Source: an optimization exercise on an open RTL-to-GDS flow (aim: small area). Production flows keep margins and buffers that such runs may drop.
Where RTL was checked, it was by simulation tests only, not by an equivalence proof against the original.
Power and IR drop assume default switching activity.

==> branch fjord <==
// j1
module j1(
  input wire clk,
  input wire resetq,
  output wire io_rd,
  output wire io_wr,
  output wire [15:0] mem_addr,
  output wire mem_wr,
  output wire [15:0] dout,
  input  wire [15:0] mem_din,
  input  wire [15:0] io_din,
  output wire [12:0] code_addr,
  input  wire [15:0] insn);
clock: 4.5 ns
lec_check: 0
cap_margin: 20
core_margin: 2
core_utilization: 40
slew_margin: 20
standard.sh (not shown) runs the stock make flow with config.mk's settings and CLKGATE_MAP_FILE= SYNTH_SCRIPT=/design/flow/synth_recipe.tcl, a recipe that flattens the netlist after the stock synthesis.
==> flow/flow/run.sh <==
#!/bin/bash
# The standard layout (standard.sh) with: the smallest buffer on each port,
# timing-driven placement that does not keep its trial buffering, and a
# clock tree of clkbuf_16 leaf buffers without dummy loads.
set -euo pipefail
export BUFFER_PORTS_ARGS="-buffer_cell sky130_fd_sc_hd__buf_1"
export GPL_KEEP_OVERFLOW=0
export CTS_ARGS="-sink_clustering_enable -repair_clock_nets -buf_list sky130_fd_sc_hd__clkbuf_16 -sink_clustering_size 24 -sink_clustering_max_diameter 100 -dont_use_dummy_load"
bash standard.sh > standard.log 2>&1
==> branch violet: changes against branch fjord <==
==> flow/design.v (replaced) <==
module stack(
  input wire clk,
  input wire [2:0] ra,
  output wire [15:0] rd,
  input wire we,
  input wire [2:0] wa,
  input wire [15:0] wd);
  reg [15:0] store[0:7];
  always @(posedge clk)
    if (we)
      store[wa] <= wd;
  assign rd = store[ra];
endmodule
module j1(
  input wire clk,
  input wire resetq,
  output wire io_rd,
  output wire io_wr,
  output wire [15:0] mem_addr,
  output wire mem_wr,
  output wire [15:0] dout,
  input  wire [15:0] mem_din,
  input  wire [15:0] io_din,
  output wire [12:0] code_addr,
  input  wire [15:0] insn);
  reg [4:0] dsp, rsp;
  reg [15:0] st0;
  reg [12:0] pc;
  reg reboot;
  wire [15:0] st1, rst0;
  wire is_lit  = insn[15];
  wire is_jmp  = (insn[15:13] == 3'b000);
  wire is_cjmp = (insn[15:13] == 3'b001);
  wire is_call = (insn[15:13] == 3'b010);
  wire is_alu  = (insn[15:13] == 3'b011);
  wire [3:0] op = insn[11:8];
  wire [2:0] fn = insn[6:4];
  wire [15:0] T = st0;
  wire [15:0] N = st1;
  wire sub = op[3];
  wire [15:0] b = T ^ {16{sub}};
  wire [16:0] c;
  assign c[0] = sub;
  wire [15:0] add = N ^ b ^ c[15:0];
  assign c[16:1] = (N & b) | (c[15:0] & (N ^ b));
  wire ltu = ~c[16];
  wire lts = (N[15] ^ T[15]) ? N[15] : ltu;
  wire [15:0] x = T ^ N;
  wire eq = ~|x;
  wire left = ~op[0];
  wire [15:0] nrev, srev;
  wire [15:0] shin = left ? nrev : N;
  wire [15:0] shr = T[4] ? 16'd0 : (shin >> T[3:0]);
  genvar i;
  generate
    for (i = 0; i < 16; i = i + 1) begin : g_rev
      assign nrev[i] = N[15 - i];
      assign srev[i] = shr[15 - i];
    end
  endgenerate
  wire [15:0] sh = left ? srev : shr;
  reg [15:0] st0N;
  always @* begin
    if (is_lit)
      st0N = {1'b0, insn[14:0]};
    else if (is_cjmp)
      st0N = N;
    else if (!is_alu)
      st0N = T;
    else case (op)
      4'd0:  st0N = T;
      4'd1:  st0N = N;
      4'd2:  st0N = add;
      4'd3:  st0N = T & N;
      4'd4:  st0N = T | N;
      4'd5:  st0N = x;
      4'd6:  st0N = ~T;
      4'd7:  st0N = {16{eq}};
      4'd8:  st0N = {16{lts}};
      4'd9:  st0N = sh;
      4'd10: st0N = sh;
      4'd11: st0N = rst0;
      4'd12: st0N = mem_din;
      4'd13: st0N = io_din;
      4'd14: st0N = {6'b0, rsp, dsp};
      default: st0N = {16{ltu}};
    endcase
  end
  wire dstkW = is_lit | (is_alu & (fn == 3'd1));
  reg [4:0] dspI;
  always @* begin
    if (is_lit)       dspI = 5'b00001;
    else if (is_cjmp) dspI = 5'b11111;
    else if (is_alu)  dspI = {{3{insn[1]}}, insn[1:0]};
    else              dspI = 5'b00000;
  end
  wire [4:0] dc = {(dsp[3:0] & dspI[3:0]) | (dc[3:0] & (dsp[3:0] ^ dspI[3:0])), 1'b0};
  wire [4:0] dspN = dsp ^ dspI ^ dc;
  wire rstkW = is_call | (is_alu & (fn == 3'd2));
  wire [4:0] rspI = is_call ? 5'b00001 : is_alu ? {{3{insn[3]}}, insn[3:2]} : 5'b00000;
  wire [4:0] rc = {(rsp[3:0] & rspI[3:0]) | (rc[3:0] & (rsp[3:0] ^ rspI[3:0])), 1'b0};
  wire [4:0] rspN = rsp ^ rspI ^ rc;
  wire [12:0] pcc = {pcc[11:0] & pc[11:0], 1'b1};
  wire [12:0] pc_plus_1 = pc ^ pcc;
  wire [15:0] rstkD = insn[13] ? st0 : {2'b00, pc_plus_1, 1'b0};
  stack dstack(.clk(clk), .ra(dsp[2:0]), .rd(st1), .we(dstkW), .wa(dspN[2:0]), .wd(st0));
  stack rstack(.clk(clk), .ra(rsp[2:0]), .rd(rst0), .we(rstkW), .wa(rspN[2:0]), .wd(rstkD));
  reg [12:0] pcN;
  always @* begin
    if (reboot)
      pcN = 13'd0;
    else if (is_jmp | is_call | (is_cjmp & ~|st0))
      pcN = insn[12:0];
    else if (is_alu & insn[7])
      pcN = rst0[13:1];
    else
      pcN = pc_plus_1;
  end
  assign code_addr = pcN;
  assign mem_addr = st0;
  assign dout = st1;
  assign mem_wr = !reboot & is_alu & (fn == 3'd3);
  assign io_wr  = !reboot & is_alu & (fn == 3'd4);
  assign io_rd  = !reboot & is_alu & (fn == 3'd5);
  always @(negedge resetq or posedge clk)
  begin
    if (!resetq) begin
      reboot <= 1'b1;
      { pc, dsp, st0, rsp } <= 0;
    end else begin
      reboot <= 0;
      { pc, dsp, st0, rsp } <= { pcN, dspN, st0N, rspN };
    end
  end
endmodule
==> flow/run.sh (new file) <==
#!/bin/bash
# synth_recipe.tcl (not shown) runs the flow's synth.tcl, then flattens the netlist and writes it again
# the make line also repeats each setting of config.mk as NAME=value (left out here)
make -C /OpenROAD-flow-scripts/flow DESIGN_CONFIG=/design/flow/config.mk WORK_HOME=/design/flow/orfs CLKGATE_MAP_FILE= SYNTH_SCRIPT=/design/flow/synth_recipe.tcl finish
removed: flow/flow/run.sh
removed: flow/standard.sh
==> branch nickel: changes against branch fjord <==
--- a/flow/design.v
+++ b/flow/design.v
@@ -1,18 +1,17 @@
-module stack(
-  input wire clk,
-  input wire [2:0] ra,
-  output wire [15:0] rd,
-  input wire we,
-  input wire [2:0] wa,
-  input wire [15:0] wd);
-  reg [15:0] store[0:7];
-  always @(posedge clk)
-    if (we)
-      store[wa] <= wd;
-  assign rd = store[ra];
+module stack_rd(
+  input wire [127:0] d,
+  input wire [7:0] sel,
+  output wire [15:0] q);
+  genvar i;
+  generate
+    for (i = 0; i < 16; i = i + 1) begin : g_bit
+      assign q[i] = |({d[112 + i], d[96 + i], d[80 + i], d[64 + i],
+                       d[48 + i], d[32 + i], d[16 + i], d[i]} & sel);
+    end
+  endgenerate
 endmodule
 module j1(
   input wire clk,
   input wire resetq,
   output wire io_rd,
   output wire io_wr,
@@ -36,16 +35,16 @@
   wire [3:0] op = insn[11:8];
   wire [2:0] fn = insn[6:4];
   genvar i;
   wire [15:0] T = st0;
   wire [15:0] N = st1;
   wire sub = op[0] | op[3];
-  wire [15:0] b = T ^ {16{sub}};
-  wire [15:0] p = N ^ b;
-  wire [15:0] g0 = {N[15:1] & b[15:1], (N[0] & b[0]) | (p[0] & sub)};
-  wire [15:0] g1, g2, g3, g4, p1, p2, p3, p4;
+  wire [15:0] a = N ^ {16{sub}};
+  wire [15:0] p = a ^ T;
+  wire [15:0] g0 = a & T;
+  wire [15:0] g1, g2, g3, g4, p1, p2, p3;
   generate
     for (i = 0; i < 16; i = i + 1) begin : g_pfx
       if (i & 1) begin : l1
         assign g1[i] = g0[i] | (p[i] & g0[i - 1]);
         assign p1[i] = p[i] & p[i - 1];
       end else begin : l1n
@@ -70,21 +69,23 @@
         assign g4[i] = g3[i] | (p3[i] & g3[7]);
       end else begin : l4n
         assign g4[i] = g3[i];
       end
     end
   endgenerate
-  wire [16:0] c = {g4, sub};
-  wire [15:0] add = p ^ c[15:0];
-  wire ltu = ~c[16];
+  wire [15:0] add = p ^ {g4[14:0], 1'b0};
+  wire ltu = g4[15];
   wire lts = (N[15] ^ T[15]) ? N[15] : ltu;
   wire eq = &p;
   wire left = ~op[0];
   wire [15:0] nrev, srev;
   wire [15:0] shin = left ? nrev : N;
-  wire [15:0] shr = T[4] ? 16'd0 : (shin >> T[3:0]);
+  wire [15:0] s1 = T[3] ? {8'b0, shin[15:8]} : shin;
+  wire [15:0] s2 = T[2] ? {4'b0, s1[15:4]} : s1;
+  wire [15:0] s3 = T[1] ? {2'b0, s2[15:2]} : s2;
+  wire [15:0] shr = T[0] ? {1'b0, s3[15:1]} : s3;
   generate
     for (i = 0; i < 16; i = i + 1) begin : g_rev
       assign nrev[i] = N[15 - i];
       assign srev[i] = shr[15 - i];
     end
   endgenerate
@@ -111,14 +112,14 @@
     for (i = 0; i < 16; i = i + 1) begin : g_lu
       assign lu[i] = k[{T[i], N[i]}];
     end
   endgenerate
   wire sel_flag = is_alu & ((op == 4'd7) ? eq : (op == 4'd8) ? lts : (op == 4'd15) ? ltu : 1'b0);
   wire sel_add = is_alu & (op == 4'd2);
-  wire sel_shr = is_alu & (op == 4'd9);
-  wire sel_shl = is_alu & (op == 4'd10);
+  wire sel_shr = is_alu & (op == 4'd9) & ~T[4];
+  wire sel_shl = is_alu & (op == 4'd10) & ~T[4];
   wire sel_r   = is_alu & (op == 4'd11);
   wire sel_mem = is_alu & (op == 4'd12);
   wire sel_io  = is_alu & (op == 4'd13);
   wire sel_dep = is_alu & (op == 4'd14);
   wire [15:0] st0N = lu | {16{sel_flag}}
                    | ({16{sel_add}} & add)
@@ -143,14 +144,26 @@
   wire [4:0] rspI = is_call ? 5'b00001 : is_alu ? {{3{insn[3]}}, insn[3:2]} : 5'b00000;
   wire [4:0] rc = {(rsp[3:0] & rspI[3:0]) | (rc[3:0] & (rsp[3:0] ^ rspI[3:0])), 1'b0};
   wire [4:0] rspN = rsp ^ rspI ^ rc;
   wire [12:0] pcc = {pcc[11:0] & pc[11:0], 1'b1};
   wire [12:0] pc_plus_1 = pc ^ pcc;
   wire [15:0] rstkD = insn[13] ? st0 : {2'b00, pc_plus_1, 1'b0};
-  stack dstack(.clk(clk), .ra(dsp[2:0]), .rd(st1), .we(dstkW), .wa(dspN[2:0]), .wd(st0));
-  stack rstack(.clk(clk), .ra(rsp[2:0]), .rd(rst0), .we(rstkW), .wa(rspN[2:0]), .wd(rstkD));
+  reg [15:0] dstk [0:7];
+  reg [15:0] rstk [0:7];
+  always @(posedge clk) begin
+    if (dstkW)
+      dstk[dspN[2:0]] <= st0;
+    if (rstkW)
+      rstk[rspN[2:0]] <= rstkD;
+  end
+  wire [7:0] dsel = 8'd1 << dsp[2:0];
+  wire [7:0] rsel = 8'd1 << rsp[2:0];
+  stack_rd dread(.d({dstk[7], dstk[6], dstk[5], dstk[4], dstk[3], dstk[2], dstk[1], dstk[0]}),
+                 .sel(dsel), .q(st1));
+  stack_rd rread(.d({rstk[7], rstk[6], rstk[5], rstk[4], rstk[3], rstk[2], rstk[1], rstk[0]}),
+                 .sel(rsel), .q(rst0));
   reg [12:0] pcN;
   always @* begin
     if (reboot)
       pcN = 13'd0;
     else if (is_jmp | is_call | (is_cjmp & ~|st0))
       pcN = insn[12:0];
==> flow/run.sh (new file) <==
#!/bin/bash
# synth_recipe.tcl (not shown) runs the flow's synth.tcl, then flattens the netlist and writes it again
# the make line also repeats each setting of config.mk as NAME=value (left out here)
make -C /OpenROAD-flow-scripts/flow DESIGN_CONFIG=/design/flow/config.mk WORK_HOME=/design/flow/orfs CLKGATE_MAP_FILE= SYNTH_SCRIPT=/design/flow/synth_recipe.tcl finish
CTS_BUF_LIST = sky130_fd_sc_hd__clkbuf_16   (was default)
CTS_CLUSTER_DIAMETER = 100   (was default)
CTS_CLUSTER_SIZE = 24   (was default)
SYNTH_HIERARCHICAL = 1   (was default)
removed: flow/flow/run.sh
removed: flow/standard.sh
==> branch indigo: changes against branch fjord <==
--- a/flow/design.v
+++ b/flow/design.v
@@ -32,59 +32,29 @@
   wire is_jmp  = (insn[15:13] == 3'b000);
   wire is_cjmp = (insn[15:13] == 3'b001);
   wire is_call = (insn[15:13] == 3'b010);
   wire is_alu  = (insn[15:13] == 3'b011);
   wire [3:0] op = insn[11:8];
   wire [2:0] fn = insn[6:4];
-  genvar i;
   wire [15:0] T = st0;
   wire [15:0] N = st1;
   wire sub = op[0] | op[3];
   wire [15:0] b = T ^ {16{sub}};
   wire [15:0] p = N ^ b;
-  wire [15:0] g0 = {N[15:1] & b[15:1], (N[0] & b[0]) | (p[0] & sub)};
-  wire [15:0] g1, g2, g3, g4, p1, p2, p3, p4;
-  generate
-    for (i = 0; i < 16; i = i + 1) begin : g_pfx
-      if (i & 1) begin : l1
-        assign g1[i] = g0[i] | (p[i] & g0[i - 1]);
-        assign p1[i] = p[i] & p[i - 1];
-      end else begin : l1n
-        assign g1[i] = g0[i];
-        assign p1[i] = p[i];
-      end
-      if (i & 2) begin : l2
-        assign g2[i] = g1[i] | (p1[i] & g1[(i & ~1) - 1]);
-        assign p2[i] = p1[i] & p1[(i & ~1) - 1];
-      end else begin : l2n
-        assign g2[i] = g1[i];
-        assign p2[i] = p1[i];
-      end
-      if (i & 4) begin : l3
-        assign g3[i] = g2[i] | (p2[i] & g2[(i & ~3) - 1]);
-        assign p3[i] = p2[i] & p2[(i & ~3) - 1];
-      end else begin : l3n
-        assign g3[i] = g2[i];
-        assign p3[i] = p2[i];
-      end
-      if (i & 8) begin : l4
-        assign g4[i] = g3[i] | (p3[i] & g3[7]);
-      end else begin : l4n
-        assign g4[i] = g3[i];
-      end
-    end
-  endgenerate
-  wire [16:0] c = {g4, sub};
+  wire [16:0] c;
+  assign c[0] = sub;
+  assign c[16:1] = (N & b) | (c[15:0] & p);
   wire [15:0] add = p ^ c[15:0];
   wire ltu = ~c[16];
   wire lts = (N[15] ^ T[15]) ? N[15] : ltu;
   wire eq = &p;
   wire left = ~op[0];
   wire [15:0] nrev, srev;
   wire [15:0] shin = left ? nrev : N;
   wire [15:0] shr = T[4] ? 16'd0 : (shin >> T[3:0]);
+  genvar i;
   generate
     for (i = 0; i < 16; i = i + 1) begin : g_rev
       assign nrev[i] = N[15 - i];
       assign srev[i] = shr[15 - i];
     end
   endgenerate
==> flow/run.sh (new file) <==
#!/bin/bash
# synth_recipe.tcl (not shown) runs the flow's synth.tcl, then flattens the netlist and writes it again
# the make line also repeats each setting of config.mk as NAME=value (left out here)
make -C /OpenROAD-flow-scripts/flow DESIGN_CONFIG=/design/flow/config.mk WORK_HOME=/design/flow/orfs CLKGATE_MAP_FILE= SYNTH_SCRIPT=/design/flow/synth_recipe.tcl finish
removed: flow/flow/run.sh
removed: flow/standard.sh
==> notes.md <==
- Branch nickel went through all stages and came out clean. Branch fjord finished clean. Branch indigo completed and failed the layout checks on setup timing. Branch violet reached the layout checks and failed them: setup timing.
- In branch indigo the first-iteration DRC count is smaller than in branch nickel, by 23%.
- Synthesized cell count: branch violet > branch fjord > branch nickel > branch indigo.
- Final area: branch nickel is smaller than branch violet (about 14%).
- The highest via count belongs to branch violet, the lowest to branch indigo.
- In branch violet the register-to-register slack is higher than in branch indigo, by 280 ps.
- Of branch fjord and branch nickel, branch fjord has the higher sequential power (gap 13%, measured against branch nickel).
- Between branch nickel and branch violet, the lower clock skew is in branch violet (gap 5.7 ps).
- Against branch violet, the area after synthesis of branch fjord is smaller by about 3.4%.
- Between branch violet and branch fjord, the lower fmax is in branch violet (gap 43%, measured against branch fjord).
- Against branch indigo, the clock power of branch fjord is smaller by 42%.
- The lowest critical path depth belongs to branch nickel, the highest to branch indigo.
Only the layout flow was run in branch fjord, branch violet and branch indigo; the RTL was not checked for function there.

what the ideal ports hide:
Ports are ideal in the flow. The routed layouts listed here were re-timed in OpenROAD.
Step 1 assumes that a clkbuf_16 drives the clock port and a buf_2 every other input.
Step 2 also shifts input and output timing later by t, the mid clock arrival at the registers, as if the neighbouring blocks saw the same clock.
Three values: ideal ports, drivers, drivers and shift; two values: the first two.
| run | t, ns | slack for setup (ns) | worst hold slack (ns) | worst setup path after step 2 | pins driven straight from the clock port |
|---|---|---|---|---|---|
| branch fjord | 0.569 | 0.114 / 0.063 / -0.228 | 0.356 / 0.325 / 0.619 | input to register | 1 |
| branch violet | 0.588 | -3.160 / -3.160 / -3.160 | 0.479 / 0.439 / 0.606 | register to register | 1 |
| branch nickel | 0.553 | 0.079 / 0.028 / 0.122 | 0.538 / 0.513 / 0.594 | input to register | 1 |
| branch indigo | 0.624 | -3.441 / -3.441 / -3.834 | 0.302 / 0.308 / 0.667 | input to register | 1 |
With both steps, setup timing fails in branch fjord, where it was met with ideal ports. The setup slack of branch indigo, which loses most, moves by 0.000 ns with the drivers and by -0.393 ns with both steps.
